Context: an optimization exercise on an open-source flow, tuned for small area. The choices shown serve that exercise and are no tape-out recipe. The RTL was checked by simulation tests, not by an equivalence proof against the original design. No run shown here takes its clock network from TritonCTS; it comes from the design's own scripts or RTL. The flow treats the clock pin as an ideal source. Dropping or thinning the clock tree relies on that and would not hold on a real chip. Power and IR drop assume default switching activity.

## flow/standard.sh

```bash
#!/bin/bash
# synth_recipe.tcl (not shown) runs the flow's synth.tcl, then flattens the netlist and writes it again
# the make line also repeats each setting of config.mk as NAME=value (left out here)
make -C /OpenROAD-flow-scripts/flow DESIGN_CONFIG=/design/flow/config.mk WORK_HOME=/design/flow/orfs CLKGATE_MAP_FILE= SYNTH_SCRIPT=/design/flow/synth_recipe.tcl "${@:-finish}"
```

## flow/flow/area.abc

```
strash
&get -n
&st
&dch -f
&nf -a -R 1000
&put
mfs2
strash
&get -n
&st
&dch -f
&nf -a -R 1000
&put
topo
```

## flow/flow/clock_tree.tcl

```tcl
# Clock tree: the clock port drives one root buffer; the root drives a few
# leaf buffers, each placed at the centre of a group of flip-flops it clocks.
# Reads 3_place.odb, writes 4_1_cts.odb and 4_cts.sdc.
# env: RES (results folder), PLAT (platform folder), LEAVES, ROOT_BUF, LEAF_BUF
set plat $::env(PLAT)
set res $::env(RES)
read_lef $plat/lef/sky130_fd_sc_hd.tlef
read_lef $plat/lef/sky130_fd_sc_hd_merged.lef
read_liberty $plat/lib/sky130_fd_sc_hd__tt_025C_1v80.lib
read_db $res/3_place.odb
read_sdc $res/3_place.sdc
source $plat/setRC.tcl

set db [ord::get_db]
set block [ord::get_db_block]
set clk [$block findNet PCLK]
set root_m [$db findMaster $::env(ROOT_BUF)]
set leaf_m [$db findMaster $::env(LEAF_BUF)]
set nleaf $::env(LEAVES)

# sinks: every instance pin on the clock net
set sinks {}
foreach it [$clk getITerms] {
  set inst [$it getInst]
  set bb [$inst getBBox]
  lappend sinks [list $it [expr ([$bb xMin] + [$bb xMax]) / 2] [expr ([$bb yMin] + [$bb yMax]) / 2]]
}
set n [llength $sinks]
puts "clock sinks: $n"

# k-means on sink positions, seeded along the x axis
set sorted [lsort -real -index 1 $sinks]
set cents {}
for {set k 0} {$k < $nleaf} {incr k} {
  set s [lindex $sorted [expr int(($k + 0.5) * $n / $nleaf)]]
  lappend cents [list [lindex $s 1] [lindex $s 2]]
}
set cap [expr {int(ceil(double($n) / $nleaf)) + 1}]
for {set iter 0} {$iter < 30} {incr iter} {
  # capacity-limited assignment: closest (sink, centre) pairs first
  set pairs {}
  for {set i 0} {$i < $n} {incr i} {
    set s [lindex $sinks $i]
    for {set k 0} {$k < $nleaf} {incr k} {
      set c [lindex $cents $k]
      lappend pairs [list [expr {abs([lindex $s 1] - [lindex $c 0]) + abs([lindex $s 2] - [lindex $c 1])}] $i $k]
    }
  }
  set pairs [lsort -real -index 0 $pairs]
  set done [lrepeat $n 0]
  set fill [lrepeat $nleaf 0]
  set groups [lrepeat $nleaf {}]
  foreach p $pairs {
    lassign $p d i k
    if {[lindex $done $i] || [lindex $fill $k] >= $cap} { continue }
    lset done $i 1
    lset fill $k [expr {[lindex $fill $k] + 1}]
    lset groups $k [concat [lindex $groups $k] [list [lindex $sinks $i]]]
  }
  set cents {}
  foreach g $groups {
    set sx 0; set sy 0
    foreach s $g { set sx [expr {$sx + [lindex $s 1]}]; set sy [expr {$sy + [lindex $s 2]}] }
    set m [llength $g]
    if {$m == 0} { set m 1 }
    lappend cents [list [expr {int($sx / $m)}] [expr {int($sy / $m)}]]
  }
}

proc add_buf {block master name x y innet} {
  set inst [odb::dbInst_create $block $master $name]
  $inst setLocation [expr $x - [$master getWidth] / 2] [expr $y - [$master getHeight] / 2]
  $inst setPlacementStatus PLACED
  set out [odb::dbNet_create $block ${name}_net]
  $out setSigType CLOCK
  [$inst findITerm A] connect $innet
  [$inst findITerm X] connect $out
  return $out
}

# root at the centre of the leaves
set rx 0; set ry 0
foreach c $cents { set rx [expr $rx + [lindex $c 0]]; set ry [expr $ry + [lindex $c 1]] }
set rx [expr int($rx / $nleaf)]; set ry [expr int($ry / $nleaf)]
foreach s $sinks { [lindex $s 0] disconnect }
set rootnet [add_buf $block $root_m clkbuf_root $rx $ry $clk]
for {set k 0} {$k < $nleaf} {incr k} {
  set g [lindex $groups $k]
  if {[llength $g] == 0} { continue }
  set c [lindex $cents $k]
  if {$nleaf == 1} {
    set net $rootnet
  } else {
    set net [add_buf $block $leaf_m clkbuf_leaf_$k [lindex $c 0] [lindex $c 1] $rootnet]
  }
  puts "leaf $k: [llength $g] sinks"
  foreach s $g { [lindex $s 0] connect $net }
}

set_propagated_clock [all_clocks]
detailed_placement
check_placement -verbose
estimate_parasitics -placement
set m 0
foreach p [get_pins -hierarchical */CLK] {
  set sl [get_property $p slew_max]
  if {$sl > $m} { set m $sl }
}
puts "max flip-flop clock slew (placement estimate): $m"
report_clock_skew
report_checks -path_delay min -format end -group_path_count 3
report_checks -path_delay max -format end -group_path_count 3
write_db $res/4_1_cts.odb
write_sdc -no_timestamp $res/4_cts.sdc
```

## flow/flow/downsize.py

```python
#!/usr/bin/env python3
"""Swap every combinational cell of a mapped netlist for the smallest drive
strength of the same cell (same function and pins). Flip-flops are kept."""
import re, sys
netlist, lib = sys.argv[1], sys.argv[2]
text = open(lib).read()
area = {}
for m in re.finditer(r'cell\s*\(\s*"?sky130_fd_sc_hd__(\w+?)"?\s*\)\s*\{', text):
    a = re.search(r'\n\s*area\s*:\s*([\d.]+)', text[m.end():m.end() + 4000])
    if a:
        area[m.group(1)] = float(a.group(1))
dont = set(sys.argv[3].split()) if len(sys.argv) > 3 else set()
def smallest(cell):
    base = re.sub(r'_\d+$', '', cell)
    cands = [c for c in area if re.sub(r'_\d+$', '', c) == base
             and 'sky130_fd_sc_hd__' + c not in dont]
    return min(cands, key=lambda c: (area[c], c)) if cands else cell
seq = re.compile(r'^(df|edf|sdf|sedf|dl|ebuf|einv|conb|clkdly|dlygate|dlymetal)')
src = open(netlist).read()
n = 0
def sub(m):
    global n
    cell = m.group(1)
    if seq.match(cell):
        return m.group(0)
    s = smallest(cell)
    if s != cell:
        n += 1
    return 'sky130_fd_sc_hd__' + s + m.group(2)
src = re.sub(r'sky130_fd_sc_hd__(\w+)(\s+\S+\s*\()', sub, src)
open(netlist, 'w').write(src)
print(f"downsize: {n} cells swapped")
```

## flow/constraint.sdc

```tcl
create_clock -name core_clock -period 10.0 [get_ports {PCLK}]
set_input_delay 2.0000 -clock core_clock [delete_from_list [all_inputs] [get_ports {PCLK}]]
set_output_delay 2.0000 -clock core_clock [all_outputs]
set_load 0.01 [all_outputs]
```

## flow/flow/settings.sh

```bash
# clock tree shape (flow/clock_tree.tcl)
export LEAVES=4
export ROOT_BUF=sky130_fd_sc_hd__clkbuf_4
export LEAF_BUF=sky130_fd_sc_hd__clkbuf_16
```

## flow/design.v

```verilog
module transmitter
(
    input tx_en,
    input [7:0] data,
    input arst_n,
    input rst,
    input clk,
    output TX,
    output busy,
    output reg done
);
localparam [13:0] BAUD_LOAD = 14'b10101010101010;
localparam [13:0] BAUD_LAST = 14'b10010011111001;
reg [13:0] baud;
wire tick = (baud == BAUD_LAST);
reg [9:0] frame;
wire upper_zero = ~|frame[9:1];
wire fin = frame[9] & frame[0];
wire sending = (~upper_zero | frame[0]) & ~fin;
wire last = upper_zero & frame[0];
wire start = upper_zero & ~frame[0] & tx_en;
assign TX = frame[0] | upper_zero;
assign busy = sending | (~fin & tx_en);
wire keep = arst_n & ~rst;
wire f_load = start & keep;
wire f_shift = tick & ~fin & keep;
wire f_hold = ~tick & ~fin & keep;
wire f_last = tick & last & keep;
always @(posedge clk) begin
    if (start | tick)
        baud <= BAUD_LOAD;
    else
        baud <= {~baud[12:0], baud[13] ^ baud[12]};
end
always @(posedge clk) begin
    frame <= ({10{f_load}} & {1'b1, data, 1'b0})
           | ({10{f_shift}} & {1'b0, frame[9:1]})
           | ({10{f_hold}} & frame)
           | {f_last, 8'b0, f_last};
    done <= keep & (done | fin);
end
endmodule
module receiver
(
    input clk,
    input rst,
    input arst_n,
    input rx_en,
    input RX,
    output busy,
    output reg done,
    output reg err,
    output [7:0] data
);
localparam [13:0] BAUD_LOAD  = 14'b10101010101010;
localparam [13:0] BAUD_START = 14'b10101010101011;
localparam [13:0] BAUD_LAST  = 14'b10010011111001;
localparam [3:0] S_IDLE = 4'd0;
localparam [3:0] S_FIRST = 4'd13;
localparam [3:0] S_FIN = 4'd2;
reg [13:0] baud;
reg [3:0] st;
reg [9:0] sipo;
reg rx_s1, rx_s2;  
wire tick = (baud == BAUD_LAST);
wire idle = (st == S_IDLE);
wire fin = (st == S_FIN);
wire receiving = ~idle & ~fin;
wire start = idle & rx_s2 & ~rx_s1 & rx_en;
wire sample = receiving & tick;
assign busy = receiving | start;
assign data = sipo[7:0];
wire keep = arst_n & ~rst;
wire s_shift = sample & keep;
wire s_hold = ~sample & keep;
always @(posedge clk) begin
    rx_s1 <= RX | rst;
    rx_s2 <= rx_s1 | rst;
end
always @(posedge clk) begin
    if (start)
        baud <= BAUD_START;
    else if (tick)
        baud <= BAUD_LOAD;
    else
        baud <= {~baud[12:0], baud[13] ^ baud[12]};
end
always @(posedge clk) begin
    if (~keep)
        st <= S_IDLE;
    else if (start)
        st <= S_FIRST;
    else if (fin)
        st <= S_IDLE;
    else if (sample)
        st <= {st[2:0], st[3] ^ st[2]};
    sipo <= ({10{s_shift}} & {RX, sipo[9:1]}) | ({10{s_hold}} & sipo);
    done <= keep & (done | (fin & sipo[9]));
    err <= keep & (err | (fin & ~sipo[9]));
end
endmodule
module APB
(
    input PCLK,
    input PRESETn,
    input [31:0] PADDR,
    input PSEL,
    input PENABLE,
    input PWRITE,
    input [31:0] PWDATA,
    output reg [31:0] PRDATA,
    output PREADY
);
reg [31:0] CTRL_REG;  
reg [31:0] TX_DATA;
reg acc;
assign PREADY = acc;
wire tx;
wire tx_busy, tx_done;
transmitter transmitter_UART
(
    .tx_en(CTRL_REG[0]),
    .data(TX_DATA[7:0]),
    .arst_n(PRESETn),
    .rst(CTRL_REG[1]),
    .clk(PCLK),
    .TX(tx),
    .busy(tx_busy),
    .done(tx_done)
);
wire rx_busy, rx_done, rx_err;
wire [7:0] rx_data_wire;
receiver receiver_UART
(
    .clk(PCLK),
    .rst(CTRL_REG[3]),
    .arst_n(PRESETn),
    .rx_en(CTRL_REG[2]),
    .RX(tx),
    .busy(rx_busy),
    .done(rx_done),
    .err(rx_err),
    .data(rx_data_wire)
);
wire hi_zero = ~|PADDR[31:2];
wire sel0 = hi_zero & (PADDR[1:0] == 2'd0);
wire sel1 = hi_zero & (PADDR[1:0] == 2'd1);
wire sel2 = hi_zero & (PADDR[1:0] == 2'd2);
wire sel3 = hi_zero & (PADDR[1:0] == 2'd3);
wire wr = acc & PWRITE;
wire ctrl_load = wr & sel0 & PRESETn;
wire ctrl_hold = ~(wr & sel0) & PRESETn;
wire txd_load = wr & sel2 & PRESETn;
wire txd_hold = ~(wr & sel2) & PRESETn;
always @(posedge PCLK) begin
    acc <= PRESETn & ~acc & PSEL & PENABLE;
    CTRL_REG <= ({32{ctrl_load}} & PWDATA) | ({32{ctrl_hold}} & CTRL_REG);
    TX_DATA <= ({32{txd_load}} & PWDATA) | ({32{txd_hold}} & TX_DATA);
end
always @(*) begin
    PRDATA = ({32{sel0}} & CTRL_REG)
           | ({32{sel2}} & TX_DATA)
           | ({32{sel1}} & {27'b0, rx_err, rx_done, rx_busy, tx_done, tx_busy})
           | ({32{sel3}} & {24'b0, rx_data_wire});
end
endmodule
```

## flow/config.mk

```make
export PLATFORM = sky130hd
export DESIGN_NAME = APB
export DESIGN_NICKNAME = APB
export VERILOG_FILES = /design/flow/design.v
export SDC_FILE = /design/flow/constraint.sdc
export NUM_CORES = 4
export LEC_CHECK = 0
export CAP_MARGIN = 10
export CORE_MARGIN = 2
export CORE_UTILIZATION = 65
export PLACE_DENSITY = 0.8
export SLEW_MARGIN = 10
```

## flow/flow/my_synth.tcl

```tcl
# The standard synthesis (synth_recipe.tcl) with one change: the final
# ABC technology mapping runs the area script flow/area.abc instead of
# ORFS's speed script. Everything before it (and so every flip-flop, its
# name and its cell) is the standard synthesis's.
proc abc {args} {
  set i [lsearch -exact $args -script]
  if {$i >= 0} { lset args [expr {$i + 1}] {@AREA_ABC@} }
  yosys abc {*}$args
}
source {@FLOW_SYNTH@}
```

## flow/flow/run.sh

```bash
#!/bin/bash
# Layout flow: the standard flow (standard.sh) with three changes.
#  1. Synthesis is the standard synthesis (synth_recipe.tcl) except that
#     ABC's final technology mapping runs an area script (flow/area.abc)
#     instead of ORFS's speed script (flow/my_synth.tcl), and without ORFS's
#     half/full adder extraction (ADDER_MAP_FILE empty), which left XOR gates
#     as half-adder cells ABC cannot optimise; flip-flops, their names and
#     cells are those of the standard synthesis. Combinational
#     cells are then set to their smallest drive strength (flow/downsize.py);
#     later timing repair upsizes where needed.
#  2. Port buffers use the smallest buffer cell.
#  3. The clock tree is built by flow/clock_tree.tcl: the clock port drives
#     one root buffer, which drives a few leaf buffers, each at the centre of
#     the flip-flops it clocks (no dummy loads).
# Each tool's output goes to a log file of its own in this folder.
set -euo pipefail
here=$(pwd)
plat=$FLOW_HOME/platforms/$FLOW_PLATFORM
res=$here/orfs/results/$FLOW_PLATFORM/APB/base
lib=$plat/lib/sky130_fd_sc_hd__tt_025C_1v80.lib
OPENROAD=$(command -v openroad || echo $FLOW_HOME/../tools/install/OpenROAD/bin/openroad)
export BUFFER_PORTS_ARGS="-buffer_cell sky130_fd_sc_hd__buf_1"
source flow/settings.sh

sed -e "s#@AREA_ABC@#$here/flow/area.abc#" -e "s#@FLOW_SYNTH@#$here/synth_recipe.tcl#" \
    flow/my_synth.tcl > $here/my_synth.tcl
sed -e "s#SYNTH_SCRIPT=[^ ]*#SYNTH_SCRIPT=$here/my_synth.tcl ADDER_MAP_FILE=#" standard.sh > $here/my_standard.sh
bash my_standard.sh $res/1_2_yosys.v > synth.log 2>&1
cp $res/1_2_yosys.v $here/1_2_yosys.abc.v
python3 flow/downsize.py $res/1_2_yosys.v $lib > downsize.log 2>&1
bash standard.sh synth > synth_odb.log 2>&1
bash standard.sh place > place.log 2>&1
RES=$res PLAT=$plat $OPENROAD -no_init -exit flow/clock_tree.tcl > cts.log 2>&1
bash standard.sh finish > finish.log 2>&1
```

==> reports/qor.yml, run 1 <==
status: "timing/DRC/antenna clean"
grt_antenna_before_repair: 0
min_path_type: "flop to flop"
drv_slew: 0
maxCapViolations: 0
wl_met2_mm: 4.510
wl_met3_um: 662
synth-edff-count: 0
p_leak_nw: 1.912
post_layout_nonfiller_instances: 576
timing.final.ws_setup_ns: 3.868
syn_area_mm2: 0.004153
grt_max_degree: 34
synth_top_area_cell: "dfxtp_1"
start_kind: "input port"
synth.most_common_cell: "dfxtp_1"
finClkSkew_ns: 0.01399
synthFlopType: "dfxtp_1"
period_minus_slack_ns: 6.132
async_reset_ff_frac: 0
path_max_fanout: 5
grt_pass1_vias: 3384
yosysWarnings: 3
cp-end-kind: "output pin"
pre_cts_ws_ns: 3.870
dpl.hpwl_mm: 6.455
start_util: 0.6616
synthTopCellsByCount: "dfxtp_1, a22o_1, nand2_1"
rsz0062_at_grt: "no"
dr.pass1.iters: 5
finalCritPeriodShare: 0.6132
yosysSeqAreaShare: 0.5881
avgRoutedWirePerCell_um: 16.44
hold_violations: 0
clk_latency_ns: 0.42
gr-total-overflow: 0
port_buffers: 101
path_clk_slew_ns: 0.10
syn_inst: 387
syn_nets: 456
die_y_um: 83.93
vdd_drop_max_uv: 217.1
grt_pass1_wl_mm: 16.06
crit_type: "input port to output pin"
setup_tns_ns: 0
track_usage: 0.2676
drc_errors: 0
finalSetupViolCount: 0
io-pin-count: 102
drt_wl_total_mm: 9.470
powerDensity_mw_per_mm2: 187.2
met1_length_mm: 4.210
worstPathArrival_ns: 4.13
dieArea_mm2: 0.007044
placementRows: 29
drive_gt1_frac: 0.03407
layout.nets: 570
gp_congestion: 0.8420
drt_iter0_markers: 234
vias: 3510
coreArea_mm2: 0.006277
ys_ff_latch: 122
via_per_inst: 6.094
tightest_slew_ns: 0.9324
synth_area_leaders: "dfxtp_1, a22o_1, nand2_1"
diodes: 0
fmax_mhz: 163.1
avgSynthCellArea_um2: 10.73
die_w_um: 83.93
dp.cells: 571
synth_top_area_frac: 0.5881
syn_to_final_growth_pct: 15.79
ant_nets: 0
dr.max_layer_used: "met4"
required_ns: 8.00
relSlewSlack: 0.3784
synth_cell_types: 28
==> through the flow <==
stage,utilization,power [mW],hold slack (ns),cell area (µm²)
2_1_floorplan,-,0.6620,0.3532,4153
3_3_place_gp,0.7489,0.6945,0.3599,4701
3_5_place_dp,0.7489,0.7020,0.3631,4701
5_1_grt,0.7660,0.9430,0.4039,4808
6_report,0.7660,0.9001,0.3851,4808
==> flip-flops by register name (all words and copies together) (netlist names) <==
signal                  count
CTRL_REG                   32
TX_DATA                    32
receiver_UART.baud         14
transmitter_UART.baud      14
receiver_UART.sipo         10
transmitter_UART.frame     10
receiver_UART.st            4
acc                         1
receiver_UART.done          1
receiver_UART.err           1
receiver_UART.rx_s1         1
receiver_UART.rx_s2         1
transmitter_UART.done       1
==> cells by family after synthesis <==
family / Yosys count / share of synthesized area
XOR/XNOR: 2 / 0.004219
AND/OR/NAND/NOR: 126 / 0.1401
AO/OA/AOI/OAI: 129 / 0.2603
flip-flops: 122 / 0.5881
buffers and inverters: 8 / 0.007231
==> layout make-up <==
type | instances | area (µm²)
sequential | 122 | 2442
multi-input combinational | 257 | 1708
fill | 465 | 1469
timing repair buffer | 107 | 424.2
buffer | 5 | 107.6
tap | 77 | 96.34
inverter | 8 | 30.03
==> per-layer routing <==
metal | global-route usage | up-vias
met3 | 0.03759 | 13
met1 | 0.3799 | 1685
met4 | 0.03519 | 0
met2 | 0.4502 | 113
li1 | - | 1699
met5 | 0 | -
==> cells in the final DEF (no fill, tap or decap), types with 2 or more instances in the layout <==
cell type / n
a31oi_1: 3
clkinv_1: 8
a222oi_1: 8
nand2b_1: 6
nand3_1: 2
a31oi_2: 2
nor4_1: 8
o21ai_0: 4
or2_0: 2
nand3b_1: 2
dfxtp_1: 122
nor2_2: 2
nor3_1: 8
nand4_1: 5
nand2_1: 56
buf_1: 101
buf_4: 6
a22oi_1: 8
clkbuf_16: 4
a21oi_1: 5
a22o_1: 97
or4_1: 2
and2_0: 2
nor2_1: 24
==> worst max-delay path: stages <==
cell,delay (ns)
buf_1,0.09
or4_1,0.52
nor3_1,0.14
nand4_1,0.22
nor3b_1,0.66
a222oi_1,0.20
nand2_1,0.12
buf_1,0.18
==> worst paths after layout <==
path	depth (start not counted)	to	from	slack [ns]
setup / recovery	8	PRDATA[4]	PADDR[5]	3.87
hold / removal	1	transmitter_UART.baud[3]	transmitter_UART.baud[2]	0.39
setup reg to reg	6	transmitter_UART.frame[4]	transmitter_UART.baud[9]	7.62
hold reg to reg	1	transmitter_UART.baud[3]	transmitter_UART.baud[2]	0.39
==> where the power goes <==
part | switching, mW | total (mW) | leakage, nW | internal [mW]
clock network | 0.131 | 0.209 | 0.0539 | 0.0773
logic | 0.0484 | 0.0930 | 0.849 | 0.0446
registers | 0.0398 | 0.598 | 1.01 | 0.559
==> inputs of run 2 (changes only) <==
--- a/flow/design.v
+++ b/flow/design.v
@@ -13,5 +13,6 @@
 localparam [13:0] BAUD_LAST = 14'b10010011111001;
 reg [13:0] baud;
-wire tick = (baud == BAUD_LAST);
+localparam [13:0] TICK_MASK = 14'b11110101111111;
+wire tick = ((baud & TICK_MASK) == (BAUD_LAST & TICK_MASK));
 reg [9:0] frame;
 wire upper_zero = ~|frame[9:1];
@@ -58,10 +59,11 @@
 localparam [3:0] S_IDLE = 4'd0;
 localparam [3:0] S_FIRST = 4'd13;
-localparam [3:0] S_FIN = 4'd2;
+localparam [3:0] S_FIN = 4'd1;
 reg [13:0] baud;
 reg [3:0] st;
 reg [9:0] sipo;
 reg rx_s1, rx_s2;  
-wire tick = (baud == BAUD_LAST);
+localparam [13:0] TICK_MASK = 14'b11110101111111;
+wire tick = ((baud & TICK_MASK) == (BAUD_LAST & TICK_MASK));
 wire idle = (st == S_IDLE);
 wire fin = (st == S_FIN);
@@ -94,5 +96,5 @@
         st <= S_IDLE;
     else if (sample)
-        st <= {st[2:0], st[3] ^ st[2]};
+        st <= {st[2:0], st[3] ^ st[0]};
     sipo <= ({10{s_shift}} & {RX, sipo[9:1]}) | ({10{s_hold}} & sipo);
     done <= keep & (done | (fin & sipo[9]));
==> run 2 against run 1 <==
Critical path depth up 1. Synthesized cell count down 0.26%. Core utilization increased by 0.35 points. Register-to-register slack worse by 0.12 ns. Final cell count unchanged. Die area shrank 0.32%. Power shrank 0.51%. Via count is 0.14% higher.
==> reports/qor.yml, run 2 <==
yosysWarnings: 3
cp_slowest_cell: "nor3b_1"
setup_tns_ns: 0
slowest_delay_ns: 0.72
diodes: 0
num-fill-cells: 462
yosysSeqAreaShare: 0.5901
clk_latency_ns: 0.43
dpl.hpwl_mm: 6.592
dieArea_mm2: 0.007022
start_kind: "input port"
synth_area_leaders: "dfxtp_1, a22o_1, nand2_1"
dp.cells: 571
fmax_mhz: 159.1
placementRows: 29
post_layout_nonfiller_instances: 576
drt_iter0_markers: 244
path_clk_slew_ns: 0.10
via_per_inst: 6.102
io-pin-count: 102
timing.final.ws_setup_ns: 3.713
avgRoutedWirePerCell_um: 16.51
required_ns: 8.00
final_common_cell: "dfxtp_1"
synth.most_common_cell: "dfxtp_1"
synth-edff-count: 0
multi_input_area_mm2: 0.001705
synth_cell_types: 27
async_reset_ff_frac: 0
start_util: 0.6632
die_y_um: 83.80
hold_violations: 0
postLayoutCoreUtil: 0.7694
drive_gt1_frac: 0.03607
relSlewSlack: 0.3207
finClkSkew_ns: 0.01699
status: "timing/DRC/antenna clean"
fin_total_pwr_mw: 0.8955
drv_slew: 0
coreArea_mm2: 0.006241
dr.pass1.iters: 6
drt_wl_total_mm: 9.510
grt_pass1_vias: 3419
grt_max_degree: 34
gp_congestion: 0.8401
syn_nets: 455
maxCapViolations: 0
largestRegisters: "CTRL_REG (32), TX_DATA (32)"
port_buffers: 101
period_minus_slack_ns: 6.287
syn_area_mm2: 0.004139
min_path_type: "flop to flop"
crit_type: "input port to output pin"
crit_chain: "buf_1 > or4_1 > nor3_1 > nand4_1 > nor3b_1 > o21ai_0 > nand2_1 > a221o_1 > buf_1"
die_w_um: 83.80
grt_antenna_before_repair: 0
ant_nets: 0
synthTopCellsByCount: "dfxtp_1, a22o_1, nand2_1"
vias: 3515
cp-end-kind: "output pin"
syn_to_final_growth_pct: 16.02
track_usage: 0.2632
finalCritPeriodShare: 0.6287
drc_errors: 0
path_max_fanout: 5
synthFlopType: "dfxtp_1"
finalSetupViolCount: 0
cp_top_family: "simple AND/OR/NAND/NOR gates"
syn_inst: 386
synth_top_area_cell: "dfxtp_1"
synth_top_area_frac: 0.5901
layout_common_cells: "dfxtp_1, buf_1, a22o_1, nand2_1, nor2_1"
layout.nets: 570
powerDensity_mw_per_mm2: 186.5
gr-total-overflow: 0
ys_ff_latch: 122
regArea_mm2: 0.002442
avgSynthCellArea_um2: 10.72
pre_cts_ws_ns: 3.765
worstPathArrival_ns: 4.29
critPathBufInv: 2
tightest_slew_ns: 1.010
grt_pass1_wl_mm: 15.94
vdd_drop_max_uv: 177.3
cpMostUsedCell: "buf_1"
p_leak_nw: 1.920
rsz0062_at_grt: "no"
run 2: cell count changes after synthesis, sizes merged, moves of 2 or more:
cell,previous run,this run
nand2,56,61
clkinv,8,5
nor2,26,29
nand2b,6,4
nor3,9,7
nor4,8,10
run 2: stage by stage:
step,cell area [µm²],hold WS (ns)
floorplan,4139,0.3532
global placement,4695,0.3617
detailed placement,4695,0.3663
global route,4802,0.3969
finish,4802,0.3876
run 2: cell families (layout without fill, tap and decap cells):
logic type | count (synthesis) | count (layout) | share of synthesized area
AOI/OAI and AO/OA | 129 | 129 | 0.2618
and+or+nand+nor | 129 | 129 | 0.1415
DFF | 122 | 122 | 0.5901
buffers and inverters | 5 | 118 | 0.004535
xor gates and xnor gates | 1 | 1 | 0.002116
run 2: cell type report:
type / count / share of cell area
sequential: 122 / 0.5086
inverter: 5 / 0.003908
multi-input combinational: 259 / 0.3551
tap: 77 / 0.02006
buffer: 5 / 0.02241
timing repair buffer: 108 / 0.08989
run 2: final timing paths:
check,startpoint,depth (start not counted),end,slack (ns)
worst min register to register,transmitter_UART.baud[9],1,transmitter_UART.baud[10],0.39
worst min-delay path,transmitter_UART.baud[9],1,transmitter_UART.baud[10],0.39
worst max register to register,transmitter_UART.baud[11],6,transmitter_UART.frame[6],7.50
worst max-delay path,PADDR[5],9,PRDATA[2],3.71
run 2: report_power, final:
part | internal [mW] | total [mW] | switching, mW
sequential | 0.558 | 0.598 | 0.0397
clock | 0.0770 | 0.207 | 0.130
combinational | 0.0438 | 0.0901 | 0.0462
total | 0.679 | 0.896 | 0.216
run 2: layer usage:
| layer | wire length [µm] | track usage | share of wire | vias up |
|---|---|---|---|---|
| li1 | - | - | - | 1716 |
| met3 | 520 | 0.02868 | 0.055 | 9 |
| met1 | 4165 | 0.3648 | 0.44 | 1686 |
| met2 | 4726 | 0.4625 | 0.50 | 104 |
| met4 | 97 | 0.02933 | 0.010 | 0 |
| met5 | 0 | 0 | 0 | - |
==> inputs of run 3 (changes only) <==
==> flow/flow/settings.sh (replaced) <==
# clock tree shape (flow/clock_tree.tcl)
export LEAVES=4
export ROOT_BUF=sky130_fd_sc_hd__clkbuf_4
export LEAF_BUF=sky130_fd_sc_hd__buf_12
--- a/flow/config.mk
+++ b/flow/config.mk
@@ -9,4 +9,5 @@
 export CORE_MARGIN = 2
 export CORE_UTILIZATION = 65
+export GPL_TIMING_DRIVEN = 0
 export PLACE_DENSITY = 0.8
 export SLEW_MARGIN = 10
==> run 3 against run 2 <==
Synthesized cell count did not move. Highest routed layer unchanged. Still clean on timing, DRC and antenna. Hold slack improved by 0.0033 ns. Sequential share of layout area is 0.54 points lower.
==> reports/qor.yml, run 3 <==
status: "timing/DRC/antenna clean"
vias: 3556
syn_to_final_growth_pct: 17.26
syn_inst: 386
drt_iter0_markers: 316
placementRows: 29
cpMostUsedCell: "buf_1"
grt_max_degree: 33
drive_gt1_frac: 0.03414
fmax_mhz: 155.4
yosysWarnings: 3
layout.nets: 569
cp_top_family: "simple AND/OR/NAND/NOR gates"
powerDensity_mw_per_mm2: 184.7
largestRegisters: "CTRL_REG (32), TX_DATA (32)"
die_y_um: 83.80
diodes: 0
async_reset_ff_frac: 0
crit_start: "PADDR[5]"
final_common_cell: "dfxtp_1"
synth.most_common_cell: "dfxtp_1"
avgSynthCellArea_um2: 10.72
synth_top_family_by_area: "compound AO/OA/AOI/OAI gates"
path_clk_slew_ns: 0.10
dr.pass1.iters: 5
placed_cell_area_mm2: 0.004766
syn_nets: 455
avgRoutedWirePerCell_um: 17.08
finalSetupViolCount: 0
r2r_start: "receiver_UART.baud[1]"
grt_pass1_vias: 3477
finalCritPeriodShare: 0.6434
hp-start: "receiver_UART.baud[10]"
synth_cell_types: 27
critPathBufInv: 4
slowest_delay_ns: 0.79
crit_type: "input port to output pin"
required_ns: 8.00
cp_slowest_cell: "nor3b_2"
vdd_drop_max_uv: 175.7
syn_area_mm2: 0.004139
drt_wl_total_mm: 9.820
rsz0062_at_grt: "no"
regArea_mm2: 0.002442
synth.area.mux_share: 0
synthXorXnorAreaFrac: 0.002116
yosysSeqAreaShare: 0.5901
path_max_fanout: 11
grt_pass1_wl_mm: 16.45
multi_input_area_mm2: 0.001733
drv_slew: 0
tightest_slew_ns: 1.053
synth_fa_ha_area_frac: 0
die_w_um: 83.80
cp-end-kind: "output pin"
min_path_type: "flop to flop"
drc_errors: 0
start_util: 0.6632
relSlewSlack: 0.2917
maxCapViolations: 0
p_leak_nw: 1.925
dp.cells: 570
period_minus_slack_ns: 6.434
gr-total-overflow: 0
gp_congestion: 0.8479
ant_nets: 0
synthTopCellsByCount: "dfxtp_1, a22o_1, nand2_1"
post_layout_nonfiller_instances: 575
synthFlopType: "dfxtp_1"
track_usage: 0.2727
crit_chain: "buf_1 > or4_1 > nor3_1 > nand4_1 > nor3b_2 > buf_4 > a222oi_1 > clkinv_1 > buf_1"
grt_antenna_before_repair: 0
num-fill-cells: 445
layout_common_cells: "dfxtp_1, buf_1, a22o_1, nand2_1, nor2_1"
synth-edff-count: 0
coreArea_mm2: 0.006241
synth_compound_area_frac: 0.2618
worstPathArrival_ns: 4.43
synth_area_leaders: "dfxtp_1, a22o_1, nand2_1"
finClkSkew_ns: 0.01503
io-pin-count: 102
synth_top_area_frac: 0.5901
port_buffers: 101
fin_area_mm2: 0.004853
hold_violations: 0
via_per_inst: 6.184
synth_top_area_cell: "dfxtp_1"
dpl.hpwl_mm: 6.953
dieArea_mm2: 0.007022
start_kind: "input port"
ys_ff_latch: 122
clk_latency_ns: 0.43
synth-simple-area-share: 0.1415
[run 3: cell count changes in the layout (fill, tap and decap cells not counted)]
cell	delta
buf_4	-5
buf_12	+4
clkbuf_16	-4
a31oi_2	-2
a31oi_4	+2
buf_16	+2
nor2_2	-2
nor2_4	+2
buf_6	+1
buf_8	+1
[run 3: final cells by class]
class,count,share of cell area
buffer,5,0.01805
inverter,5,0.003867
multi-input combinational,259,0.3571
sequential,122,0.5032
tap,77,0.01985
timing repair buffer,107,0.09796
[run 3: per-layer routing]
layer,vias to the layer above,wire [µm],share of wire,global-route usage
met3,13,550,0.056,0.03066
met4,0,148,0.015,0.04545
met1,1718,4275,0.44,0.3795
met5,-,0,0,0
met2,114,4845,0.49,0.4691
li1,1711,-,-,-
[run 3: per-stage QoR]
stage / worst slack [ns] / total power, mW / utilization / hold slack [ns] / setup TNS (ns)
final: 3.566 / 0.8962 / 0.7777 / 0.3909 / 0
after global routing: 3.417 / 0.9343 / 0.7777 / 0.4056 / 0
after detailed placement: 3.606 / 0.7018 / 0.7636 / 0.3687 / 0
after global placement: -1.114 / 0.6902 / 0.7394 / 0.3652 / -54.27
after floorplan: 2.574 / 0.6589 / - / 0.3532 / 0
[run 3: cells by family after synthesis]
family | Yosys count
buffers and inverters | 5
DFF | 122
AOI/OAI and AO/OA | 129
xor gates and xnor gates | 1
and+or+nand+nor | 129
[run 3: power by group]
group	total [mW]	internal, mW	switching (mW)
Sequential	0.597	0.558	0.0389
Clock	0.206	0.0671	0.139
Combinational	0.0932	0.0455	0.0477
[run 3: final timing paths]
kind / endpoint / slack (ns) / cells past startpoint
max: PRDATA[6] / 3.57 / 9
min: receiver_UART.baud[11] / 0.39 / 1
min reg2reg: receiver_UART.baud[11] / 0.39 / 1
max reg2reg: receiver_UART.sipo[9] / 7.43 / 7
[run 3: worst reg2reg max path, cell delays in order (launching register included)]
cell	delay (ns)
dfxtp_1	0.33
and4b_1	0.23
nand4_1	0.09
nor4_1	0.73
nand2_1	0.20
nor2_1	0.66
o21ai_0	0.19
nand2_1	0.10
==> inputs of run 4 (changes only) <==
--- a/flow/config.mk
+++ b/flow/config.mk
@@ -9,5 +9,4 @@
 export CORE_MARGIN = 2
 export CORE_UTILIZATION = 65
-export GPL_TIMING_DRIVEN = 0
 export PLACE_DENSITY = 0.8
 export SLEW_MARGIN = 10
==> run 4 against run 3 <==
Sequential cell count did not move. First-iteration DRC count fell by 25%. Clock skew fell by 0.00095 ns. Global-route usage fell by 1.2 points. Setup slack improved by 0.16 ns. Die area did not move. Register-to-register slack improved by 0.08 ns. Design area fell by 1.5%. Wire length fell by 4.0%. Critical path type unchanged.
==> reports/qor.yml, run 4 <==
status: "timing/DRC/antenna clean"
tightest_slew_ns: 0.9942
syn_to_final_growth_pct: 15.54
placed_cell_area_mm2: 0.004695
cp-end-kind: "output pin"
grt_antenna_before_repair: 0
ys_ff_latch: 122
path_max_fanout: 5
synthTopCellsByCount: "dfxtp_1, a22o_1, nand2_1"
avgSynthCellArea_um2: 10.72
dpl.hpwl_mm: 6.592
cpMostUsedCell: "buf_1"
syn_area_mm2: 0.004139
rsz0062_at_grt: "no"
syn_nets: 455
fin_area_mm2: 0.004782
pwr-share-comb: 0.101
final_common_cell: "dfxtp_1"
synth.most_common_cell: "dfxtp_1"
setup_tns_ns: 0
drt_iter0_markers: 237
synthFlopType: "dfxtp_1"
via_per_inst: 6.073
p_leak_nw: 1.908
vias: 3498
maxCapViolations: 0
powerDensity_mw_per_mm2: 185.4
finalCritPeriodShare: 0.6274
min_path_type: "flop to flop"
dieArea_mm2: 0.007022
clk_latency_ns: 0.42
slowest_delay_ns: 0.70
synth_fa_ha_area_frac: 0
track_usage: 0.2609
grt_pass1_wl_mm: 15.80
drc_errors: 0
synthXorXnorAreaFrac: 0.002116
vdd_drop_max_uv: 168.3
async_reset_ff_frac: 0
synth_top_family_by_area: "compound AO/OA/AOI/OAI gates"
port_buffers: 101
largestRegisters: "CTRL_REG (32), TX_DATA (32)"
synth-simple-area-share: 0.1415
drt_wl_total_mm: 9.425
die_y_um: 83.80
synth_top_area_cell: "dfxtp_1"
switching_share: 0.2450
relSlewSlack: 0.3311
synth_compound_area_frac: 0.2618
drv_slew: 0
layout_common_cells: "dfxtp_1, buf_1, a22o_1, nand2_1, nor2_1"
path_clk_slew_ns: 0.11
period_minus_slack_ns: 6.274
dr.pass1.iters: 5
layout.nets: 570
synth_top_area_frac: 0.5901
fmax_mhz: 159.4
yosysSeqAreaShare: 0.5901
io-pin-count: 102
gp_congestion: 0.8401
finClkSkew_ns: 0.01408
critPathBufInv: 2
cp_top_family: "simple AND/OR/NAND/NOR gates"
placementRows: 29
crit_type: "input port to output pin"
seqPwrFrac: 0.675
avgRoutedWirePerCell_um: 16.36
required_ns: 8.00
grt_max_degree: 34
synth_area_leaders: "dfxtp_1, a22o_1, nand2_1"
diodes: 0
synth_cell_types: 27
grt_pass1_vias: 3381
power_switching_mw: 0.2172
syn_inst: 386
cp_slowest_cell: "nor3b_1"
p_clk_frac: 0.224
ant_nets: 0
post_layout_nonfiller_instances: 576
drive_gt1_frac: 0.03607
gr-total-overflow: 0
p_int_mw: 0.6694
crit_chain: "buf_1 > or4_1 > nor3_1 > nand4_1 > nor3b_1 > o21ai_0 > nand2_1 > a221o_1 > buf_1"
start_kind: "input port"
worstPathArrival_ns: 4.27
dp.cells: 571
die_w_um: 83.80
synth.area.mux_share: 0
hold_violations: 0
finalSetupViolCount: 0
synth-edff-count: 0
start_util: 0.6632
yosysWarnings: 3
coreArea_mm2: 0.006241
==> run 4: cell counts after synthesis <==
No cell type changed its count.
==> run 4: stage by stage <==
step / setup WS [ns] / power [mW] / hold WS [ns] / util
final: 3.726 / 0.8865 / 0.3885 / 0.7662
after global placement: 3.804 / 0.6917 / 0.3617 / 0.7522
after detailed placement: 3.765 / 0.6989 / 0.3663 / 0.7522
after global routing: 3.513 / 0.9237 / 0.3977 / 0.7662
after floorplan: 2.574 / 0.6589 / 0.3532 / -
==> run 4: worst paths after layout <==
kind / start / end / slack, ns / cells past startpoint
max: PADDR[5] / PRDATA[2] / 3.73 / 9
min: transmitter_UART.baud[9] / transmitter_UART.baud[10] / 0.39 / 1
max reg2reg: transmitter_UART.baud[11] / transmitter_UART.frame[6] / 7.51 / 6
min reg2reg: transmitter_UART.baud[9] / transmitter_UART.baud[10] / 0.39 / 1
==> run 4: cells by family (layout without fill, tap and decap cells) <==
kind of cell	count (synthesis)	count (layout)
AOI/OAI and AO/OA	129	129
and+or+nand+nor	129	129
DFF	122	122
buffers and inverters	5	118
xor gates and xnor gates	1	1
==> run 4: layout make-up <==
| cell class | instances | area (µm²) |
|---|---|---|
| Inverter | 5 | 18.77 |
| Buffer | 5 | 87.58 |
| Fill cell | 461 | 1459 |
| Timing Repair Buffer | 108 | 431.7 |
| Multi-Input combinational cell | 259 | 1705 |
| Sequential cell | 122 | 2442 |
| Tap cell | 77 | 96.34 |
==> run 4: power by group through the flow <==
stage | logic, mW | clock network (mW) | registers (mW)
floorplan | 0.0626 | 0 | 0.596
global placement | 0.0863 | 0 | 0.605
detailed placement | 0.0913 | 0 | 0.608
global route | 0.103 | 0.215 | 0.606
finish | 0.0900 | 0.198 | 0.598
==> run 4: per-layer routing <==
metal | up-vias | wire [µm] | GRT usage
met5 | - | 0 | 0
met4 | 0 | 90 | 0.02199
met3 | 7 | 537 | 0.02671
met2 | 98 | 4640 | 0.4575
met1 | 1682 | 4156 | 0.3670
li1 | 1711 | - | -
==> inputs of run 5 (changes only) <==
--- a/flow/config.mk
+++ b/flow/config.mk
@@ -8,5 +8,5 @@
 export CAP_MARGIN = 10
 export CORE_MARGIN = 2
-export CORE_UTILIZATION = 65
-export PLACE_DENSITY = 0.8
+export CORE_UTILIZATION = 50
+export PLACE_DENSITY = 0.65
 export SLEW_MARGIN = 10
==> run 5 against run 4 <==
Clock skew grew 0.0018 ns. Register-to-register slack improved by 0.03 ns. Via count is 1.2% lower. Sequential share of layout area down 0.37 points. Critical endpoint is now PRDATA[7]. First-iteration DRC count is 13% lower. Clock power grew 5%.
==> reports/qor.yml, run 5 <==
status: "timing/DRC/antenna clean"
rsz0062_at_grt: "no"
layout.nets: 570
worstPathArrival_ns: 4.36
pre_cts_ws_ns: 3.623
avgRoutedWirePerCell_um: 16.16
yosysWarnings: 3
coreArea_mm2: 0.008134
drt_iter0_markers: 206
via_per_inst: 5.722
drive_gt1_frac: 0.03607
gr-total-overflow: 0
num-fill-cells: 716
syn_area_mm2: 0.004139
relSlewSlack: 0.2878
grt_pass1_wl_mm: 15.82
grt_max_degree: 34
synth.most_common_cell: "dfxtp_1"
powerDensity_mw_per_mm2: 185.3
ant_nets: 0
synth_area_leaders: "dfxtp_1, a22o_1, nand2_1"
multi_input_area_mm2: 0.001705
port_buffers: 101
avgSynthCellArea_um2: 10.72
placementRows: 33
hold_violations: 0
largestRegisters: "CTRL_REG (32), TX_DATA (32)"
gp_congestion: 0.7824
grt_pass1_vias: 3268
syn_to_final_growth_pct: 16.38
dr.pass1.iters: 4
grt_antenna_before_repair: 0
start_util: 0.5088
fmax_mhz: 157.2
vias: 3456
track_usage: 0.2127
rrSetupSlack_ns: 7.54
synthTopCellsByCount: "dfxtp_1, a22o_1, nand2_1"
period_minus_slack_ns: 6.360
dieArea_mm2: 0.009022
die_y_um: 94.99
layout_common_cells: "dfxtp_1, buf_1, a22o_1, nand2_1, nor2_1"
synth_top_area_cell: "dfxtp_1"
clk_latency_ns: 0.43
regArea_mm2: 0.002442
postLayoutCoreUtil: 0.5922
io-pin-count: 102
drv_slew: 0
timing.final.ws_setup_ns: 3.640
required_ns: 8.00
synthFlopType: "dfxtp_1"
syn_nets: 455
path_clk_slew_ns: 0.10
synth_cell_types: 27
tightest_slew_ns: 1.059
path_max_fanout: 26
syn_inst: 386
vdd_drop_max_uv: 124.7
start_kind: "input port"
ys_ff_latch: 122
synth-edff-count: 0
cp-end-kind: "output pin"
drc_errors: 0
p_leak_nw: 1.908
finalCritPeriodShare: 0.6360
synth_top_area_frac: 0.5901
final_common_cell: "dfxtp_1"
setup_tns_ns: 0
drt_wl_total_mm: 9.758
crit_type: "input port to output pin"
yosysSeqAreaShare: 0.5901
die_w_um: 94.99
async_reset_ff_frac: 0
diodes: 0
maxCapViolations: 0
finClkSkew_ns: 0.01585
min_path_type: "flop to flop"
finalSetupViolCount: 0
dpl.hpwl_mm: 6.653
run 5: cell counts in the layout (fill, tap and decap cells not counted):
Identical to the previous run, type by type.
run 5: area by class of cell:
cell class | count | area share
timing repair buffer | 108 | 0.08961
sequential | 122 | 0.5070
tap | 105 | 0.02727
multi-input combinational | 259 | 0.3540
buffer | 5 | 0.01818
inverter | 5 | 0.003896
run 5: through the flow:
stage | power (mW) | instance area [µm²] | cells | hold slack [ns]
detailed placement | 0.6985 | 4730 | 599 | 0.3626
floorplan | 0.6589 | 4139 | 386 | 0.3532
finish | 0.8928 | 4817 | 604 | 0.3876
global route | 0.9365 | 4817 | 604 | 0.4039
global placement | 0.6945 | 4730 | 599 | 0.3599
run 5: where the power goes:
| part | switching [mW] | total (mW) | internal (mW) | leakage, nW |
|---|---|---|---|---|
| Combinational | 0.0458 | 0.0896 | 0.0438 | 0.857 |
| Sequential | 0.0383 | 0.597 | 0.558 | 1.01 |
| Clock | 0.139 | 0.207 | 0.0671 | 0.0422 |
| Total | 0.224 | 0.893 | 0.669 | 1.91 |
run 5: critical path, cell delays in order:
cell	delay [ns]
buf_1	0.07
or4_1	0.52
nor3_1	0.14
nand4_1	0.21
nor3b_2	0.61
buf_4	0.41
a222oi_1	0.15
clkinv_1	0.08
buf_1	0.15
run 5: cell families after synthesis:
kind of cell    Yosys count  share of synthesized area
buf+inv                   5                   0.004535
compound gates          129                     0.2618
xor+xnor                  1                   0.002116
simple gates            129                     0.1415
flops                   122                     0.5901
run 5: layer usage:
layer  global-route usage  wire length, µm
met1               0.2929             4560
met2               0.3717             4645
met3              0.02554              432
met4              0.02174              119
met5                    0                0
run 5: worst paths after layout:
kind	from	to	depth (start not counted)
worst max-delay path	PADDR[5]	PRDATA[7]	9
worst min-delay path	transmitter_UART.baud[9]	transmitter_UART.baud[10]	1
worst max register to register	transmitter_UART.baud[11]	transmitter_UART.frame[3]	6
worst min register to register	transmitter_UART.baud[9]	transmitter_UART.baud[10]	1
==> inputs of run 6 (changes only) <==
--- a/flow/config.mk
+++ b/flow/config.mk
@@ -8,5 +8,5 @@
 export CAP_MARGIN = 10
 export CORE_MARGIN = 2
-export CORE_UTILIZATION = 50
-export PLACE_DENSITY = 0.65
+export CORE_UTILIZATION = 70
+export PLACE_DENSITY = 0.9
 export SLEW_MARGIN = 10
==> run 6 against run 5 <==
Still clean. Power is 0.85% higher. Core utilization is 23 points higher. Final cell count is 5.0% lower. Via count is 3.4% higher. Combinational power is 3.5% higher. Setup slack better by 0.16 ns. Global-route usage is 8.2 points higher. Die area is 27% lower. Clock power hardly changed. Hold slack better by 0.0058 ns. Clock skew hardly changed. Synthesized cell count stayed put. Critical path type unchanged. Critical endpoint is now PRDATA[2].
==> reports/qor.yml, run 6 <==
fin_total_pwr_mw: 0.9004
required_ns: 8.00
relSlewSlack: 0.2443
powerDensity_mw_per_mm2: 188.4
ys_ff_latch: 122
via_per_inst: 6.223
final_common_cell: "dfxtp_1"
synth_cell_types: 27
layout_common_cells: "dfxtp_1, buf_1, a22o_1, nand2_1, nor2_1"
synthTopCellsByCount: "dfxtp_1, a22o_1, nand2_1"
dpl.hpwl_mm: 6.923
rsz0062_at_grt: "no"
syn_to_final_growth_pct: 15.48
finalCritPeriodShare: 0.6197
cpMostUsedCell: "buf_1"
synth_area_leaders: "dfxtp_1, a22o_1, nand2_1"
port_buffers: 101
cp_slowest_cell: "nor3b_1"
gp_congestion: 0.7935
vias: 3572
switching_share: 0.2564
grt_max_degree: 33
cp_top_family: "simple AND/OR/NAND/NOR gates"
drc_errors: 0
finClkSkew_ns: 0.01591
finalSetupViolCount: 0
power_switching_mw: 0.2308
p_leak_nw: 1.908
syn_inst: 386
maxCapViolations: 0
layout.nets: 570
async_reset_ff_frac: 0
worstHoldEndpoint: "receiver_UART.baud[8]"
synth_top_area_cell: "dfxtp_1"
r2r_start: "transmitter_UART.baud[11]"
clk_latency_ns: 0.43
largestRegisters: "CTRL_REG (32), TX_DATA (32)"
drt_wl_total_mm: 10.01
r2r-end: "transmitter_UART.frame[6]"
drv_slew: 0
pwr-share-comb: 0.103
drive_gt1_frac: 0.03607
fmax_mhz: 161.4
drt_iter0_markers: 240
yosysSeqAreaShare: 0.5901
grt_pass1_vias: 3378
io-pin-count: 102
die_y_um: 80.90
p_int_mw: 0.6696
crit_type: "input port to output pin"
path_clk_slew_ns: 0.11
cp-end-kind: "output pin"
synth.most_common_cell: "dfxtp_1"
dieArea_mm2: 0.006544
vdd_drop_max_uv: 178.5
coreArea_mm2: 0.005816
synthFlopType: "dfxtp_1"
post_layout_nonfiller_instances: 574
hold_violations: 0
synth_top_area_frac: 0.5901
worstPathArrival_ns: 4.20
dp.cells: 569
diodes: 0
placementRows: 28
setup_tns_ns: 0
avgRoutedWirePerCell_um: 17.43
ant_nets: 0
path_depth: 9
yosysWarnings: 3
syn_area_mm2: 0.004139
critPathBufInv: 2
synth-edff-count: 0
status: "timing/DRC/antenna clean"
grt_pass1_wl_mm: 15.75
start_kind: "input port"
path_max_fanout: 5
dr.pass1.iters: 7
start_util: 0.7117
seqPwrFrac: 0.667
avgSynthCellArea_um2: 10.72
p_clk_frac: 0.230
track_usage: 0.2945
gr-total-overflow: 0
syn_nets: 455
die_w_um: 80.90
grt_antenna_before_repair: 0
period_minus_slack_ns: 6.197
r2r_cells: 6
rrSetupSlack_ns: 7.48
worstHoldPathCells: 1
slowest_delay_ns: 0.61
min_path_type: "flop to flop"
hp-start: "receiver_UART.baud[7]"
crit_chain: "buf_1 > or4_1 > nor3_1 > nand4_1 > nor3b_1 > o21ai_0 > nand2_1 > a221o_1 > buf_1"
tightest_slew_ns: 1.123
## run 6: cell counts in the layout (fill, tap and decap cells not counted)
No cell type changed its count.
## run 6: power by group through the flow
stage | sequential (mW) | clock (mW) | combinational [mW]
after global placement | 0.607 | 0 | 0.0851
after floorplan | 0.596 | 0 | 0.0626
after detailed placement | 0.609 | 0 | 0.0929
final | 0.601 | 0.207 | 0.0927
after global routing | 0.607 | 0.222 | 0.103
## run 6: layer usage
metal,track usage,wire (µm),up-vias
met5,0,0,-
met4,0.06949,199,0
met3,0.02667,604,22
met2,0.5215,4963,149
met1,0.3911,4237,1693
li1,-,-,1708
## run 6: worst max path at each step
| stage | startpoint | end |
|---|---|---|
| 2_1_floorplan | PADDR[5] | TX_DATA[0] |
| 3_3_place_gp | PADDR[5] | PRDATA[2] |
| 3_5_place_dp | PADDR[5] | PRDATA[2] |
| 5_1_grt | PADDR[5] | PRDATA[2] |
| 6_report | PADDR[5] | PRDATA[2] |
## run 6: cell families after synthesis
group           after synthesis  share of synthesized area
buf+inv                       5                   0.004535
flops                       122                     0.5901
xor+xnor                      1                   0.002116
simple gates                129                     0.1415
compound gates              129                     0.2618
## run 6: layout make-up
type	instances	area, µm²
buffer	5	87.58
fill	374	1036
inverter	5	18.77
multi-input combinational	259	1705
sequential	122	2442
tap	75	93.84
timing repair buffer	108	431.7
## run 6: per-stage QoR
stage,hold WS [ns],worst slack (ns),utilization,cell area [µm²]
global route,0.4040,3.626,0.8219,4780
global placement,0.3623,3.942,0.8068,4692
floorplan,0.3532,2.574,-,4139
detailed placement,0.3654,3.874,0.8068,4692
finish,0.3933,3.803,0.8219,4780
==> inputs of run 7 (changes only) <==
==> flow/flow/settings.sh (replaced) <==
# clock tree shape (flow/clock_tree.tcl)
export LEAVES=4
export ROOT_BUF=sky130_fd_sc_hd__clkbuf_4
export LEAF_BUF=sky130_fd_sc_hd__buf_12
# keep timing repair to small buffers (added to the platform's list)
export DONT_USE_CELLS="sky130_fd_sc_hd__buf_4 sky130_fd_sc_hd__buf_6 sky130_fd_sc_hd__buf_8 sky130_fd_sc_hd__buf_12 sky130_fd_sc_hd__buf_16"
--- a/flow/config.mk
+++ b/flow/config.mk
@@ -8,5 +8,5 @@
 export CAP_MARGIN = 10
 export CORE_MARGIN = 2
-export CORE_UTILIZATION = 70
-export PLACE_DENSITY = 0.9
+export CORE_UTILIZATION = 65
+export PLACE_DENSITY = 0.8
 export SLEW_MARGIN = 10
==> run 7 against run 6 <==
Critical path depth is the same. Clock skew shrank 0.0018 ns. First-iteration DRC count shrank 1.3%. Setup slack lost 0.077 ns. Clock power shrank 4%. Fmax shrank 1.2%. Final cell count grew 0.35%. Sequential share of layout area is essentially flat. Hold slack lost 0.0048 ns. Combinational power shrank 2.9%. Critical endpoint unchanged.
==> reports/qor.yml, run 7 <==
status: "timing/DRC/antenna clean"
drc_errors: 0
synth_area_leaders: "dfxtp_1, a22o_1, nand2_1"
path_clk_slew_ns: 0.11
syn_to_final_growth_pct: 15.54
gr-total-overflow: 0
syn_inst: 386
yosysSeqAreaShare: 0.5901
synth_compound_area_frac: 0.2618
start_util: 0.6632
start_kind: "input port"
fmax_mhz: 159.4
synth-edff-count: 0
dieArea_mm2: 0.007022
drt_wl_total_mm: 9.425
layout_common_cells: "dfxtp_1, buf_1, a22o_1, nand2_1, nor2_1"
grt_max_degree: 34
grt_pass1_wl_mm: 15.80
relSlewSlack: 0.3311
required_ns: 8.00
drt_iter0_markers: 237
yosysWarnings: 3
synthFlopType: "dfxtp_1"
synth.most_common_cell: "dfxtp_1"
synth_top_family_by_area: "compound AO/OA/AOI/OAI gates"
vias: 3498
min_path_type: "flop to flop"
finClkSkew_ns: 0.01408
diodes: 0
synth_top_area_cell: "dfxtp_1"
syn_area_mm2: 0.004139
powerDensity_mw_per_mm2: 185.4
dpl.hpwl_mm: 6.592
path_max_fanout: 5
clk_latency_ns: 0.42
gp_congestion: 0.8401
switching_share: 0.2450
worstPathArrival_ns: 4.27
hold_violations: 0
largestRegisters: "CTRL_REG (32), TX_DATA (32)"
setup_tns_ns: 0
p_int_mw: 0.6694
pwr-share-comb: 0.101
power_switching_mw: 0.2172
track_usage: 0.2609
drive_gt1_frac: 0.03607
p_leak_nw: 1.908
placementRows: 29
via_per_inst: 6.073
coreArea_mm2: 0.006241
synth_cell_types: 27
synthXorXnorAreaFrac: 0.002116
rsz0062_at_grt: "no"
synth.area.mux_share: 0
die_w_um: 83.80
crit_type: "input port to output pin"
fin_area_mm2: 0.004782
final_common_cell: "dfxtp_1"
async_reset_ff_frac: 0
seqPwrFrac: 0.675
grt_antenna_before_repair: 0
synth-simple-area-share: 0.1415
io-pin-count: 102
synth_fa_ha_area_frac: 0
layout.nets: 570
avgSynthCellArea_um2: 10.72
syn_nets: 455
ys_ff_latch: 122
die_y_um: 83.80
finalSetupViolCount: 0
grt_pass1_vias: 3381
num-fill-cells: 461
finalCritPeriodShare: 0.6274
p_clk_frac: 0.224
port_buffers: 101
cp-end-kind: "output pin"
dr.pass1.iters: 5
vdd_drop_max_uv: 168.3
tightest_slew_ns: 0.9942
maxCapViolations: 0
synth_top_area_frac: 0.5901
avgRoutedWirePerCell_um: 16.36
ant_nets: 0
placed_cell_area_mm2: 0.004695
drv_slew: 0
synthTopCellsByCount: "dfxtp_1, a22o_1, nand2_1"
period_minus_slack_ns: 6.274
## run 7: cell counts after synthesis
No cell type changed its count.
## run 7: cells by family (layout without fill, tap and decap cells)
group                     count (synthesis)  after routing
xor gates and xnor gates                  1              1
and+or+nand+nor                         129            129
AOI/OAI and AO/OA                       129            129
buffers and inverters                     5            118
DFF                                     122            122
## run 7: final cells by class
type,count,area [µm²],share of cell area
Multi-Input combinational cell,259,1705,0.3566
Inverter,5,18.77,0.003925
Buffer,5,87.58,0.01832
Tap cell,77,96.34,0.02015
Sequential cell,122,2442,0.5107
Timing Repair Buffer,108,431.7,0.09027
## run 7: worst max-delay path: stages
cell,delay (ns)
buf_1,0.08
or4_1,0.52
nor3_1,0.15
nand4_1,0.21
nor3b_1,0.70
o21ai_0,0.21
nand2_1,0.13
a221o_1,0.13
buf_1,0.15
## run 7: path summary, 6_finish.rpt
check                             from                         to  slack (ns)  depth (start not counted)
max reg2reg  transmitter_UART.baud[11]  transmitter_UART.frame[6]        7.51                          6
max                           PADDR[5]                  PRDATA[2]        3.73                          9
min           transmitter_UART.baud[9]  transmitter_UART.baud[10]        0.39                          1
min reg2reg   transmitter_UART.baud[9]  transmitter_UART.baud[10]        0.39                          1
## run 7: power groups by stage
stage,logic (mW),clock network [mW],registers (mW)
2_1_floorplan,0.0626,0,0.596
3_3_place_gp,0.0863,0,0.605
3_5_place_dp,0.0913,0,0.608
5_1_grt,0.103,0.215,0.606
6_report,0.0900,0.198,0.598
## run 7: metal layers
metal	vias up	share of wire	global-route usage
li1	1711	-	-
met1	1682	0.44	0.3670
met2	98	0.49	0.4575
met3	7	0.057	0.02671
met4	0	0.0095	0.02199
met5	-	0	0
## run 7: per-stage QoR
step	power [mW]	hold slack, ns	utilization	std cells	setup WS [ns]
final	0.8865	0.3885	0.7662	576	3.726
after floorplan	0.6589	0.3532	-	386	2.574
after detailed placement	0.6989	0.3663	0.7522	571	3.765
after global placement	0.6917	0.3617	0.7522	571	3.804
after global routing	0.9237	0.3977	0.7662	576	3.513
==> inputs of run 8 (changes only) <==
--- a/flow/design.v
+++ b/flow/design.v
@@ -23,5 +23,5 @@
 assign TX = frame[0] | upper_zero;
 assign busy = sending | (~fin & tx_en);
-wire keep = arst_n & ~rst;
+wire keep = ~rst;
 wire f_load = start & keep;
 wire f_shift = tick & ~fin & keep;
@@ -34,5 +34,9 @@
         baud <= {~baud[12:0], baud[13] ^ baud[12]};
 end
-always @(posedge clk) begin
+always @(posedge clk or negedge arst_n) begin
+    if (~arst_n) begin
+        frame <= 10'b0;
+        done <= 1'b0;
+    end else begin
     frame <= ({10{f_load}} & {1'b1, data, 1'b0})
            | ({10{f_shift}} & {1'b0, frame[9:1]})
@@ -40,4 +44,5 @@
            | {f_last, 8'b0, f_last};
     done <= keep & (done | fin);
+    end
 end
 endmodule
@@ -73,5 +78,5 @@
 assign busy = receiving | start;
 assign data = sipo[7:0];
-wire keep = arst_n & ~rst;
+wire keep = ~rst;
 wire s_shift = sample & keep;
 wire s_hold = ~sample & keep;
@@ -88,5 +93,11 @@
         baud <= {~baud[12:0], baud[13] ^ baud[12]};
 end
-always @(posedge clk) begin
+always @(posedge clk or negedge arst_n) begin
+    if (~arst_n) begin
+        st <= S_IDLE;
+        sipo <= 10'b0;
+        done <= 1'b0;
+        err <= 1'b0;
+    end else begin
     if (~keep)
         st <= S_IDLE;
@@ -100,4 +111,5 @@
     done <= keep & (done | (fin & sipo[9]));
     err <= keep & (err | (fin & ~sipo[9]));
+    end
 end
 endmodule
@@ -151,12 +163,18 @@
 wire sel3 = hi_zero & (PADDR[1:0] == 2'd3);
 wire wr = acc & PWRITE;
-wire ctrl_load = wr & sel0 & PRESETn;
-wire ctrl_hold = ~(wr & sel0) & PRESETn;
-wire txd_load = wr & sel2 & PRESETn;
-wire txd_hold = ~(wr & sel2) & PRESETn;
-always @(posedge PCLK) begin
-    acc <= PRESETn & ~acc & PSEL & PENABLE;
-    CTRL_REG <= ({32{ctrl_load}} & PWDATA) | ({32{ctrl_hold}} & CTRL_REG);
-    TX_DATA <= ({32{txd_load}} & PWDATA) | ({32{txd_hold}} & TX_DATA);
+always @(posedge PCLK or negedge PRESETn) begin
+    if (~PRESETn)
+        acc <= 1'b0;
+    else
+        acc <= ~acc & PSEL & PENABLE;
+end
+always @(posedge PCLK or negedge PRESETn) begin
+    if (~PRESETn) begin
+        CTRL_REG <= 32'b0;
+        TX_DATA <= 32'b0;
+    end else begin
+        if (wr & sel0) CTRL_REG <= PWDATA;
+        if (wr & sel2) TX_DATA <= PWDATA;
+    end
 end
 always @(*) begin
==> flow/flow/settings.sh (replaced) <==
# clock tree shape (flow/clock_tree.tcl)
export LEAVES=4
export ROOT_BUF=sky130_fd_sc_hd__clkbuf_4
export LEAF_BUF=sky130_fd_sc_hd__buf_12
==> run 8 against run 7 <==
Global-route usage down 2.3 points. Core utilization fell by 0.91 points. Sequential share of layout area rose by 2.4 points. Register-to-register slack worse by 0.05 ns. Combinational power shrank 77%. First-iteration DRC count decreased by 14%. Final cell count increased by 3.5%. Critical path depth decreased by 1. Hold slack better by 0.0017 ns. Die area grew 14%. Critical path type unchanged.
==> reports/qor.yml, run 8 <==
gp_congestion: 0.8401
grt_pass1_vias: 3285
vias: 3459
syn_nets: 453
synth_cell_types: 31
dieArea_mm2: 0.008029
postLayoutCoreUtil: 0.7571
fmax_mhz: 158.8
finalSetupViolCount: 0
r2r_start: "transmitter_UART.baud[11]"
diodes: 0
yosysSeqAreaShare: 0.6094
gr-total-overflow: 0
finalCritPeriodShare: 0.6296
drv_slew: 0
hp-start: "receiver_UART.baud[7]"
yosysWarnings: 3
rrSetupSlack_ns: 7.46
cp-end-kind: "output pin"
dpl.hpwl_mm: 6.856
path_max_fanout: 5
period_minus_slack_ns: 6.296
min_path_type: "flop to flop"
hold_violations: 0
start_util: 0.6638
synth_area_leaders: "dfrtp_1, mux2_1, dfxtp_1"
avgRoutedWirePerCell_um: 16.52
drc_errors: 0
grt_max_degree: 91
largestRegisters: "CTRL_REG (32), TX_DATA (32)"
vdd_drop_max_uv: 135.4
clk_latency_ns: 0.43
layout_common_cells: "buf_1, dfrtp_1, mux2_1, nand2_1, a22o_1"
avgSynthCellArea_um2: 12.40
worstHoldEndpoint: "receiver_UART.baud[8]"
setup_tns_ns: 0
finClkSkew_ns: 0.01687
drt_iter0_markers: 204
drive_gt1_frac: 0.03018
maxCapViolations: 0
synth_top_area_cell: "dfrtp_1"
synth.most_common_cell: "dfrtp_1"
placementRows: 31
status: "timing/DRC/antenna clean"
ys_ff_latch: 122
drt_wl_total_mm: 9.847
coreArea_mm2: 0.007176
io-pin-count: 102
die_w_um: 89.61
synthTopCellsByCount: "dfrtp_1, mux2_1, nand2_1"
r2r-end: "transmitter_UART.frame[6]"
via_per_inst: 5.804
relSlewSlack: 0.4948
p_leak_nw: 2.679
final_common_cell: "buf_1"
ant_nets: 0
worstHoldPathCells: 1
syn_area_mm2: 0.004763
r2r_cells: 6
start_kind: "input port"
track_usage: 0.2380
syn_inst: 384
layout.nets: 568
worstPathArrival_ns: 4.30
die_y_um: 89.61
dr.pass1.iters: 5
crit_type: "input port to output pin"
synth_top_area_frac: 0.4833
tightest_slew_ns: 0.7562
synth-edff-count: 0
syn_to_final_growth_pct: 14.05
grt_pass1_wl_mm: 15.26
rsz0062_at_grt: "no"
powerDensity_mw_per_mm2: 131.8
synthFlopType: "dfrtp_1"
port_buffers: 101
grt_antenna_before_repair: 0
required_ns: 8.00
async_reset_ff_frac: 0.7541
path_clk_slew_ns: 0.10
-- run 8: changes by cell type after synthesis, moves of 2 or more --
cell | before | now
dfrtp_1 | 0 | 92
dfxtp_1 | 122 | 30
a22o_1 | 98 | 34
mux2_1 | 0 | 64
nand2_1 | 61 | 52
a22oi_1 | 8 | 16
and3_1 | 0 | 5
a222oi_1 | 7 | 4
a31oi_1 | 4 | 1
nand3_1 | 1 | 4
nand3b_1 | 2 | 0
nor2_1 | 29 | 31
nor3_1 | 7 | 5
nor4_1 | 10 | 8
-- run 8: power by group --
group	leakage, nW	total, mW	switching [mW]	internal, mW
logic	1.10	0.0206	0.0126	0.00803
clock network	0.0422	0.204	0.137	0.0671
registers	1.53	0.491	0.000204	0.491
total	2.68	0.716	0.150	0.566
-- run 8: critical path, cell delays in order --
cell	delay (ns)
buf_1	0.07
or4_1	0.50
nor4_1	0.22
nand4_1	0.24
nor3b_1	0.70
o311ai_0	0.29
nand2_1	0.12
buf_1	0.15
-- run 8: worst max-delay path by stage --
stage / start / to / slack (ns)
global route: PADDR[5] / PRDATA[0] / 3.42
finish: PADDR[5] / PRDATA[0] / 3.70
global placement: PADDR[5] / PRDATA[0] / 3.83
floorplan: PADDR[5] / PRDATA[0] / 2.75
detailed placement: PADDR[5] / PRDATA[0] / 3.74
-- run 8: layout make-up --
type,count,area [µm²]
fillers,478,1743
inverters,6,22.52
multi-input cells,256,1848
flip-flops and latches,122,2903
well taps,99,123.9
plain buffers,5,87.58
repair buffers,108,447.9
-- run 8: cell families after synthesis --
kind of cell	synth area share
simple gates	0.1195
compound gates	0.1132
flops	0.6094
xor+xnor	0.001839
mux	0.1513
buf+inv	0.004728
-- run 8: routing by layer --
metal | global-route usage | part of all wire | vias up
li1 | - | - | 1646
met1 | 0.3199 | 0.42 | 1726
met2 | 0.4251 | 0.52 | 77
met3 | 0.03382 | 0.047 | 10
met4 | 0.03121 | 0.013 | 0
met5 | 0 | 0 | -
-- run 8: stage by stage --
stage          worst slack [ns]  power (mW)  area, µm²  hold slack (ns)  std cells
5_1_grt                   3.422      0.7424       5433           0.4010        596
3_5_place_dp              3.738      0.5217       5325           0.3664        590
3_3_place_gp              3.827      0.5209       5325           0.3630        590
2_1_floorplan             2.749      0.5030       4763           0.3528        384
6_report                  3.704      0.7161       5433           0.3903        596

[static timing again, ports no longer ideal]
No port has a modelled driver above. Below, the same layouts with a new extraction and two added sets of constraints. Step 1 assumes that a clkbuf_16 drives the clock port and a buf_2 every other input. Step 2 times the ports against the registers' clock, not the clock port: input delays grow and output delays shrink by t, the midpoint of the rising clock arrivals with the driver on. Three values: no drivers, after step 1, after step 2; two values: the first two.
run	t, ns	setup WS [ns]	worst slew at a driven data input, ns	pins driven straight from the clock port
run 1	0.440	3.868 / 3.847 / 3.847	0.04	1
run 2	0.453	3.713 / 3.690 / 3.690	0.05	1
run 3	0.447	3.566 / 3.538 / 3.538	0.05	1
run 4	0.441	3.726 / 3.703 / 3.703	0.05	1
run 5	0.450	3.640 / 3.616 / 3.616	0.06	1
run 6	0.445	3.803 / 3.781 / 3.781	0.05	1
run 7	0.441	3.726 / 3.703 / 3.703	0.05	1
run 8	0.449	3.704 / 3.684 / 3.684	0.05	1
After both steps setup and hold are still met in every run listed. For run 3, which loses most, drivers alone change the setup slack by -0.028 ns; drivers and shift together by -0.028 ns.
